This design comes from an exercise in tuning for small area, a short achievable clock period and few clock cycles per item on the open sky130 flow, not from production work. Function was not checked in any run shown here: the RTL went through the layout flow alone.

==> flow/design.v, too long to show whole: its modules and the start of the top module <==
// module requant: 3810 lines
// module requant_top: 54 lines
module requant_top (
    input  wire        clk,
    input  wire        rst,
    input  wire [31:0] in_A_tdata,
    input  wire        in_A_tlast,
    input  wire        in_A_tvalid,
    output wire        in_A_tready,
    input  wire [31:0] in_bias_tdata,
    input  wire        in_bias_tlast,
    input  wire        in_bias_tvalid,
    output wire        in_bias_tready,
    input  wire [31:0] in_m_tdata,
    input  wire        in_m_tlast,
    input  wire        in_m_tvalid,
    output wire        in_m_tready,
    input  wire [7:0]  in_e_tdata,
    input  wire        in_e_tlast,
    input  wire        in_e_tvalid,
    output wire        in_e_tready,
    output wire [7:0]  out_D_tdata,
    output wire        out_D_tlast,
    output wire        out_D_tvalid,
    input  wire        out_D_tready
);
  // ...
==> flow/flow/run.sh <==
#!/bin/bash
set -euo pipefail
MARGIN=5.6
EXTRA="'BUFFER_PORTS_ARGS=-buffer_cell sky130_fd_sc_hd__buf_2'"
sed -e "s/SETUP_SLACK_MARGIN=[-0-9.]*/SETUP_SLACK_MARGIN=${MARGIN}/" \
    -e "s|\"\${@:-finish}\"|${EXTRA} \"\${@:-finish}\"|" standard.sh > standard_mod.sh
grep -q "SETUP_SLACK_MARGIN=${MARGIN}" standard_mod.sh
grep -q "BUFFER_PORTS_ARGS" standard_mod.sh
bash standard_mod.sh synth > flow_synth.log 2>&1
RES="$PWD/orfs/results/${FLOW_PLATFORM:-sky130hd}/requant_top/base"
cp "$RES/1_synth.odb" "$RES/1_synth_std.odb"
openroad -python -exit flow/fa_polarity.py "$RES/1_synth_std.odb" "$RES/1_synth.odb" > fa_polarity.log 2>&1
touch "$RES/1_synth.sdc"
bash standard_mod.sh > flow_make.log 2>&1
==> flow/flow/fa_polarity.py <==
# Inverter clean-up around full adders, run on the synthesized netlist
# (1_synth.odb) before floorplanning.
#
# Yosys's full-adder extraction leaves many inverters between full-adder
# cells.  A full adder is self-dual: FA(~a, ~b, ~c) = (~cout, ~sum).  So any
# full adder may be "flipped" (all three inputs and both outputs complemented)
# without changing the logic.  This script removes the plain inverters of the
# netlist, chooses a flip for each full adder that needs few inverters, and
# puts back one inverter per signal whose complement some pin needs.  Only
# combinational cells change; registers and ports are untouched.
import sys
import odb

src, dst = sys.argv[1], sys.argv[2]
db = odb.dbDatabase.create()
odb.read_db(db, src)
blk = db.getChip().getBlock()

INV = 'sky130_fd_sc_hd__inv_1'
inv_master = db.findMaster(INV)

def is_inv(inst):
    n = inst.getMaster().getName()
    return n.startswith('sky130_fd_sc_hd__inv_') or n.startswith('sky130_fd_sc_hd__clkinv_')

def is_fa(inst):
    return inst.getMaster().getName().startswith('sky130_fd_sc_hd__fa_')

def sig_iterms(inst):
    return [it for it in inst.getITerms() if it.getSigType() not in ('POWER', 'GROUND')]

def net_has_port(net):
    return net is not None and len(list(net.getBTerms())) > 0

def driver(net):
    for it in net.getITerms():
        if it.isOutputSignal():
            return it
    return None

# inverters we may remove: input and output nets are plain internal nets
removable = []
for inst in blk.getInsts():
    if not is_inv(inst):
        continue
    a = inst.findITerm('A').getNet()
    y = inst.findITerm('Y').getNet()
    if a is None or y is None or net_has_port(a) or net_has_port(y):
        continue
    if a.getSigType() == 'CLOCK' or y.getSigType() == 'CLOCK':
        continue
    removable.append(inst)
rem_set = set(r.getName() for r in removable)

def root(net):
    """(root net, polarity) after stripping removable inverters."""
    p = 0
    seen = 0
    while True:
        d = driver(net)
        if d is None or d.getInst().getName() not in rem_set:
            return net, p
        net = d.getInst().findITerm('A').getNet()
        p ^= 1
        seen += 1
        if seen > 1000:
            raise RuntimeError('inverter loop')

# every load pin that is not a removable inverter input: its (root, polarity)
loads = []          # [iterm, rootnet, pol, fa_inst_name or None]
for inst in blk.getInsts():
    if inst.getName() in rem_set:
        continue
    for it in sig_iterms(inst):
        if it.isOutputSignal() or it.getNet() is None:
            continue
        if not it.isInputSignal():
            continue
        r, p = root(it.getNet())
        loads.append([it, r, p, inst.getName() if is_fa(inst) else None])
# output ports driven through removable inverters cannot occur (excluded above)

fa_names = [i.getName() for i in blk.getInsts() if is_fa(i)]
flip = {n: 0 for n in fa_names}
# root net -> FA name that drives it (if any)
drv_fa = {}
for inst in blk.getInsts():
    if is_fa(inst):
        for it in sig_iterms(inst):
            if it.isOutputSignal() and it.getNet() is not None:
                drv_fa[it.getNet().getName()] = inst.getName()

by_root = {}
for ld in loads:
    by_root.setdefault(ld[1].getName(), []).append(ld)
fa_roots = {n: set() for n in fa_names}   # roots an FA touches (inputs and outputs)
for ld in loads:
    if ld[3] is not None:
        fa_roots[ld[3]].add(ld[1].getName())
for rn, fn in drv_fa.items():
    fa_roots[fn].add(rn)

def need(ld):
    rn = ld[1].getName()
    f = flip[drv_fa[rn]] if rn in drv_fa else 0
    g = flip[ld[3]] if ld[3] is not None else 0
    return ld[2] ^ f ^ g

def cost_root(rn):
    return 1 if any(need(ld) for ld in by_root.get(rn, [])) else 0

def total():
    return sum(cost_root(rn) for rn in by_root)

before_inv = len(removable)
c0 = total()
import random

def greedy():
    improved = True
    rounds = 0
    while improved and rounds < 50:
        improved = False
        rounds += 1
        for fn in fa_names:
            rs = fa_roots[fn]
            old = sum(cost_root(r) for r in rs)
            flip[fn] ^= 1
            new = sum(cost_root(r) for r in rs)
            if new < old:
                improved = True
            else:
                flip[fn] ^= 1
    return rounds

rounds = greedy()
best = total()
best_flip = dict(flip)
# perturb and re-descend (deterministic seed)
rng = random.Random(1)
for it in range(int(sys.argv[3]) if len(sys.argv) > 3 else 40):
    for fn in fa_names:
        flip[fn] = best_flip[fn]
    for fn in rng.sample(fa_names, max(1, len(fa_names) // 10)):
        flip[fn] ^= 1
    for fn in fa_names:
        rs = fa_roots[fn]
        old = sum(cost_root(r) for r in rs)
        flip[fn] ^= 1
        if sum(cost_root(r) for r in rs) > old:
            flip[fn] ^= 1
    greedy()
    t = total()
    if t < best:
        best = t
        best_flip = dict(flip)
for fn in fa_names:
    flip[fn] = best_flip[fn]
c1 = total()
print('fa_polarity: %d full adders, %d removable inverters, %d needed before, %d after (%d rounds, %d flipped)'
      % (len(fa_names), before_inv, c0, c1, rounds, sum(flip.values())))

# rebuild: disconnect loads, drop removable inverters, add one inverter per root needing it
inv_net = {}
cnt = [0]
def get_inv(rnet):
    rn = rnet.getName()
    if rn in inv_net:
        return inv_net[rn]
    cnt[0] += 1
    n = odb.dbNet_create(blk, 'fapol_n%d' % cnt[0])
    i = odb.dbInst_create(blk, inv_master, 'fapol_inv%d' % cnt[0])
    i.findITerm('A').connect(rnet)
    i.findITerm('Y').connect(n)
    inv_net[rn] = n
    return n

plan = [(ld[0], ld[1], need(ld)) for ld in loads]
for it, r, p in plan:
    it.disconnect()
old_nets = set()
for inst in removable:
    for it in sig_iterms(inst):
        if it.getNet() is not None:
            old_nets.add(it.getNet().getName())
        it.disconnect()
    odb.dbInst_destroy(inst)
for it, r, p in plan:
    it.connect(get_inv(r) if p else r)
# drop nets left without any connection
for nn in old_nets:
    n = blk.findNet(nn)
    if n is not None and len(list(n.getITerms())) == 0 and len(list(n.getBTerms())) == 0:
        odb.dbNet_destroy(n)
print('fa_polarity: %d inverters in place of %d' % (cnt[0], before_inv))
# a flipped adder's output nets carry the complement of what their names
# (from the RTL) say: give them fresh names
k = 0
for inst in blk.getInsts():
    if is_fa(inst) and flip.get(inst.getName()):
        for it in sig_iterms(inst):
            if it.isOutputSignal() and it.getNet() is not None:
                k += 1
                it.getNet().rename('fapol_x%d' % k)
odb.write_db(db, dst)
==> flow/standard.sh <==
#!/bin/bash
# synth_recipe.tcl (not shown) runs the flow's synth.tcl, then flattens the netlist and writes it again
# the make line also repeats each setting of config.mk as NAME=value (left out here)
make -C /OpenROAD-flow-scripts/flow DESIGN_CONFIG=/design/flow/config.mk WORK_HOME=/design/flow/orfs CLKGATE_MAP_FILE= SYNTH_SCRIPT=/design/flow/synth_recipe.tcl "${@:-finish}"
==> flow/config.mk <==
export PLATFORM = sky130hd
export DESIGN_NAME = requant_top
export DESIGN_NICKNAME = requant_top
export VERILOG_FILES = /design/flow/design.v
export SDC_FILE = /design/flow/constraint.sdc
export NUM_CORES = 4
export LEC_CHECK = 0
export CAP_MARGIN = 20
export CORE_MARGIN = 2
export CORE_UTILIZATION = 65
export SETUP_SLACK_MARGIN = 5
export SLEW_MARGIN = 20
==> flow/constraint.sdc <==
create_clock -name core_clock -period 9.0 [get_ports {clk}]
set_input_delay 1.8000 -clock core_clock [delete_from_list [all_inputs] [get_ports {clk}]]
set_output_delay 1.8000 -clock core_clock [all_outputs]
set_load 0.01 [all_outputs]
==> results.sh, run 1 <==
export IMPL_clock_area_frac=0.04651
export IMPL_reg2reg_to="requant_QKV.hs3[22]"
export IMPL_critPathCapture="requant_QKV.hs3[22]"
export IMPL_post_cts_resized=77
export IMPL_design_die_area_um2=69080
export IMPL_io_pins=129
export IMPL_run_status="no timing/DRC/antenna violations"
export IMPL_cp_depth=13
export IMPL_globalRouteMet2Util=0.5724
export IMPL_wl_mm=126.0
export IMPL_hold_end="requant_QKV.sh3[3]"
export IMPL_die_x_um=262.8
export IMPL_nWellTaps=864
export IMPL_buf_share=0.03781
export IMPL_row_count=94
export IMPL_required_ps=9550
export IMPL_use_met3=0.09623
export IMPL_setup_viol=0
export IMPL_post_cts_buffers=14
export IMPL_crit_arrival_ps=4050
export IMPL_multiInputCombCellCount=2823
export IMPL_rrSetupSlack_ps=5490
export IMPL_drive_above_1_share=0.1228
export IMPL_crit_path_max_fanout=4
export IMPL_grt_antenna_before_repair=0
export IMPL_port_buffers=128
export IMPL_gr_total_overflow=0
export IMPL_numClockSinks=620
export IMPL_nFlopsAndLatches=620
export IMPL_final_area_um2=47890
export IMPL_period_share=0.3899
export IMPL_max_cap_violations=0
==> run 2, diff against run 1 <==
--- a/flow/design.v
+++ b/flow/design.v
@@ -3484,27 +3484,27 @@
 assign ts1051 = q2[180] ^ q2[181];
 assign tc1052 = q2[180] & q2[181];
 assign ts1053 = q2[182] ^ q2[183];
 assign tc1054 = q2[182] & q2[183];
 assign ts1055 = q2[184] ^ q2[185];
 assign tc1056 = q2[184] & q2[185];
 wire [63:0] rs = {tc1056, tc1054, tc1052, tc1050, tc1048, tc1046, tc1044, tc1042, tc1040, tc1038, tc1036, tc1034, tc1032, tc1030, tc1028, tc1026, tc1024, tc1022, tc1020, tc1018, tc1016, tc1014, tc1012, tc1010, tc1008, tc1006, tc1004, tc1002, tc1000, tc998, tc996, tc994, tc992, tc990, tc988, tc986, tc984, tc982, tc980, tc978, tc976, tc974, tc972, tc970, tc968, tc966, tc964, ts963, q2[29], q2[27], q2[25], q2[23], q2[21], q2[19], q2[17], q2[15], q2[13], q2[11], q2[9], q2[7], q2[5], q2[3], q2[2], q2[0]};
 wire [63:0] rc = {1'b1, ts1055, ts1053, ts1051, ts1049, ts1047, ts1045, ts1043, ts1041, ts1039, ts1037, ts1035, ts1033, ts1031, ts1029, ts1027, ts1025, ts1023, ts1021, ts1019, ts1017, ts1015, ts1013, ts1011, ts1009, ts1007, ts1005, ts1003, ts1001, ts999, ts997, ts995, ts993, ts991, ts989, ts987, ts985, ts983, ts981, ts979, ts977, ts975, ts973, ts971, ts969, ts967, ts965, q2[94], q2[30], q2[28], q2[26], q2[24], q2[22], q2[20], q2[18], q2[16], q2[14], q2[12], q2[10], q2[8], q2[6], q2[4], 1'b0, q2[1]};
-reg  [39:0] lo3;
-reg  [23:0] hs3;
+reg  [43:0] lo3;
+reg  [19:0] hs3;
 reg         c3;
 reg  [6:0]  sh3;
 reg         nr3;
 always @(posedge clk) begin
-    {c3, lo3} <= {1'b0, rs[39:0]} + {1'b0, rc[39:0]};
-    hs3 <= rs[63:40] + rc[63:40];
+    {c3, lo3} <= {1'b0, rs[43:0]} + {1'b0, rc[43:0]};
+    hs3 <= rs[63:44] + rc[63:44];
     sh3 <= sh2; nr3 <= nr2; l3 <= l2;
 end
-wire [23:0] hi4 = hs3 + {23'd0, c3};
+wire [19:0] hi4 = hs3 + {19'd0, c3};
 wire [63:0] mul = {hi4, lo3};
 wire        sgn = mul[63];
 wire [64:0] t6 = {mul, 1'b0};
 wire [63:0] t5;
 assign t5[0] = sh3[6] ? sgn : sh3[5] ? t6[32] : t6[0];
 assign t5[1] = sh3[6] ? sgn : sh3[5] ? t6[33] : t6[1];
 assign t5[2] = sh3[6] ? sgn : sh3[5] ? t6[34] : t6[2];
 assign t5[3] = sh3[6] ? sgn : sh3[5] ? t6[35] : t6[3];
==> run 2 against run 1 <==
Against the previous run:
- final area up 1.9%
- first-iteration DRC count up 12%
- die area up 0.98%
- fmax down 4.7%
- sequential cell count unchanged
- non-clock buffer count up 8
- critical path type unchanged
- largest cell class unchanged
==> results.sh, run 2 <==
export IMPL_run_status="no timing/DRC/antenna violations"
export IMPL_grt_usage=0.3653
export IMPL_top_register="requant_QKV.q2"
export IMPL_viasPerCell=6.647
export IMPL_yosysWarnings=1
export IMPL_drive_above_1_share=0.1282
export IMPL_cts_made_buffers=71
export IMPL_final_nets=4872
export IMPL_multi_input_area_um2=27870
export IMPL_synthCells=4160
export IMPL_design_die_area_um2=69760
export IMPL_gr_total_overflow=0
export IMPL_required_ps=9560
export IMPL_row_count=95
export IMPL_holdBufCountCts=0
export IMPL_synth_fp_nets=4891
export IMPL_crit_arrival_ps=4250
export IMPL_core_um2=67040
export IMPL_hold_class="reg2reg"
export IMPL_final_seq_area_um2=14290
export IMPL_first_pass_iters=7
export IMPL_grt_pass1_wl_mm=197.6
export IMPL_fmax_mhz=271.5
export IMPL_antenna_cells=0
export IMPL_wire_per_inst_um=26.38
export IMPL_port_buffers=128
export IMPL_final_antenna_net_count=0
export IMPL_critPathMaxStageDelay_ps=560
export IMPL_fp_dieH_um=264.1
export IMPL_finalCriticalPeriod_ps=3684
export IMPL_gp_congestion=0.9467
export IMPL_numClockSinks=620
export IMPL_clock_skew_ps=20.53
export IMPL_crit_path_max_fanout=3
export IMPL_crit_family="compound AO/OA/AOI/OAI gates"
export IMPL_place_hpwl_mm=85.14
export IMPL_final_util=0.7279
export IMPL_setup_viol=0
export IMPL_die_x_um=264.1
export IMPL_wl_mm=133.7
export IMPL_crit_buf_inv=0
export IMPL_fill_cells=4761
export IMPL_syn_area_um2=43980
export IMPL_worst_setup_path_type="reg2reg"
export IMPL_grt_max_degree=84
export IMPL_final_cell_mix="a22oi_1 (497), fa_1 (422), xnor2_1 (402), dfxtp_1 (391), inv_1 (271)"
export IMPL_slew_violations=0
export IMPL_syn_to_final_growth_pct=10.95
export IMPL_period_share=0.4093
export IMPL_max_slew_margin=0.2727
export IMPL_ctsLongestPathBuffers=3
export IMPL_hold_viol_final=0
export IMPL_clkTransAtPathRegs_ps=60
export IMPL_end_kind="flop"
export IMPL_grt_antenna_before_repair=0
export IMPL_dr_first_iter_drc_count=4105
export IMPL_io_pins=129
export IMPL_largest_reg_flops=186
export IMPL_critPathLaunchType="flop"
export IMPL_max_cap_violations=0
export IMPL_htree_levels=3
export IMPL_cts_tree="built"
export IMPL_syn_area_per_cell_um2=10.57
export IMPL_final_common_cell="a22oi_1"
export IMPL_tightest_slew_ps=1083
export IMPL_setup_total_negative_slack_ps=0
export IMPL_initial_core_util=0.6560
export IMPL_route_detailed_drc=0
export IMPL_root_buffer="clkbuf_16"
export IMPL_crit_slowest_cell="fa_1"
export IMPL_timing_critical_path_cells="fa_1, fa_1, ha_2, fa_2, a21o_1, a21oi_2, o21bai_2, a2111oi_4, o31ai_2, o221a_2, o21ai_2, nand2b_1, a21oi_2, xnor2_1"
export IMPL_vias=33690
export IMPL_first_global_vias=35040
export IMPL_clkLatencyLatePin_ps=640
export IMPL_rsz0062_at_grt="true"
-- run 2: final timing paths --
kind	start	endpoint	slack [ps]	cells after the start
setup / recovery	requant_QKV.q2[87]	requant_QKV.hs3[16]	5320	14
hold / removal	requant_QKV.sh2[2]	requant_QKV.sh3[2]	330	0
setup reg to reg	requant_QKV.q2[87]	requant_QKV.hs3[16]	5320	14
hold reg to reg	requant_QKV.sh2[2]	requant_QKV.sh3[2]	330	0
-- run 2: worst reg2reg max path, delay by kind of cell, from the launching register on --
| family | cells | cell delay (ps) |
|---|---|---|
| and+or+nand+nor | 1 | 80 |
| AOI/OAI and AO/OA | 8 | 1560 |
| xor gates and xnor gates | 1 | 130 |
| adders and majority gates | 4 | 1520 |
| DFF | 1 | 330 |
-- run 2: cell type report --
| type | instances | share of cell area |
|---|---|---|
| clock buffers | 90 | 0.03974 |
| clock inverters | 37 | 0.01118 |
| inverters | 275 | 0.02131 |
| multi-input cells | 2926 | 0.5712 |
| flip-flops and latches | 620 | 0.2928 |
| well taps | 873 | 0.02239 |
| repair buffers | 246 | 0.04126 |
| repair inverters | 1 | 0.0001026 |
-- run 2: per-stage QoR --
| step | area (um^2) | hold slack, ps | instances | setup slack, ps |
|---|---|---|---|---|
| after floorplan | 44020 | 309.6 | 4160 | 5557 |
| after global placement | 44990 | 309.8 | 4886 | 4994 |
| after detailed placement | 45000 | 313.8 | 4886 | 5005 |
| after CTS | 47810 | 327.9 | 5025 | 5355 |
| after global routing | 48800 | 332.9 | 5068 | 5196 |
| final | 48800 | 326.1 | 5068 | 5316 |
-- run 2: per-layer routing --
layer | track usage | wire (um) | up-vias
met3 | 0.09806 | 16350 | 593
met4 | 0.1804 | 8731 | 0
li1 | - | - | 14370
met5 | 0 | 0 | -
met2 | 0.5824 | 60760 | 2336
met1 | 0.4621 | 47870 | 16390
-- run 2: what timing repair did --
item / CTS / global route
gates cloned: 0 / 2
setup endpoints to repair: 140 / 81
gates resized for setup: 71 / 86
pin swaps: 10 / 34
buffers inserted: 12 / 41

-- what the ideal ports hide --
In the flow no input, the clock included, has a driving cell. The finished layouts below were timed again as built, in two steps.
Step 1 sets driving cells, clkbuf_16 on the clock port and buf_2 on the other inputs (assumed; they add their load-dependent delay and slew).
Step 2 times the ports against the registers' clock, not the clock port: input delays grow and output delays shrink by t, the midpoint of the rising clock arrivals with the driver on.
Three values: no drivers, after step 1, after step 2; two values: the first two.
run	shift t [ns]	setup slack, ns	cell pins on the clock port's net
run 1	0.688	5.491 / 5.491 / 5.324	1
run 2	0.701	5.316 / 5.316 / 5.316	1
After both steps every run listed still meets setup and hold. The setup slack of run 1, which loses most, moves by 0.000 ns with the drivers and by -0.167 ns with both steps.
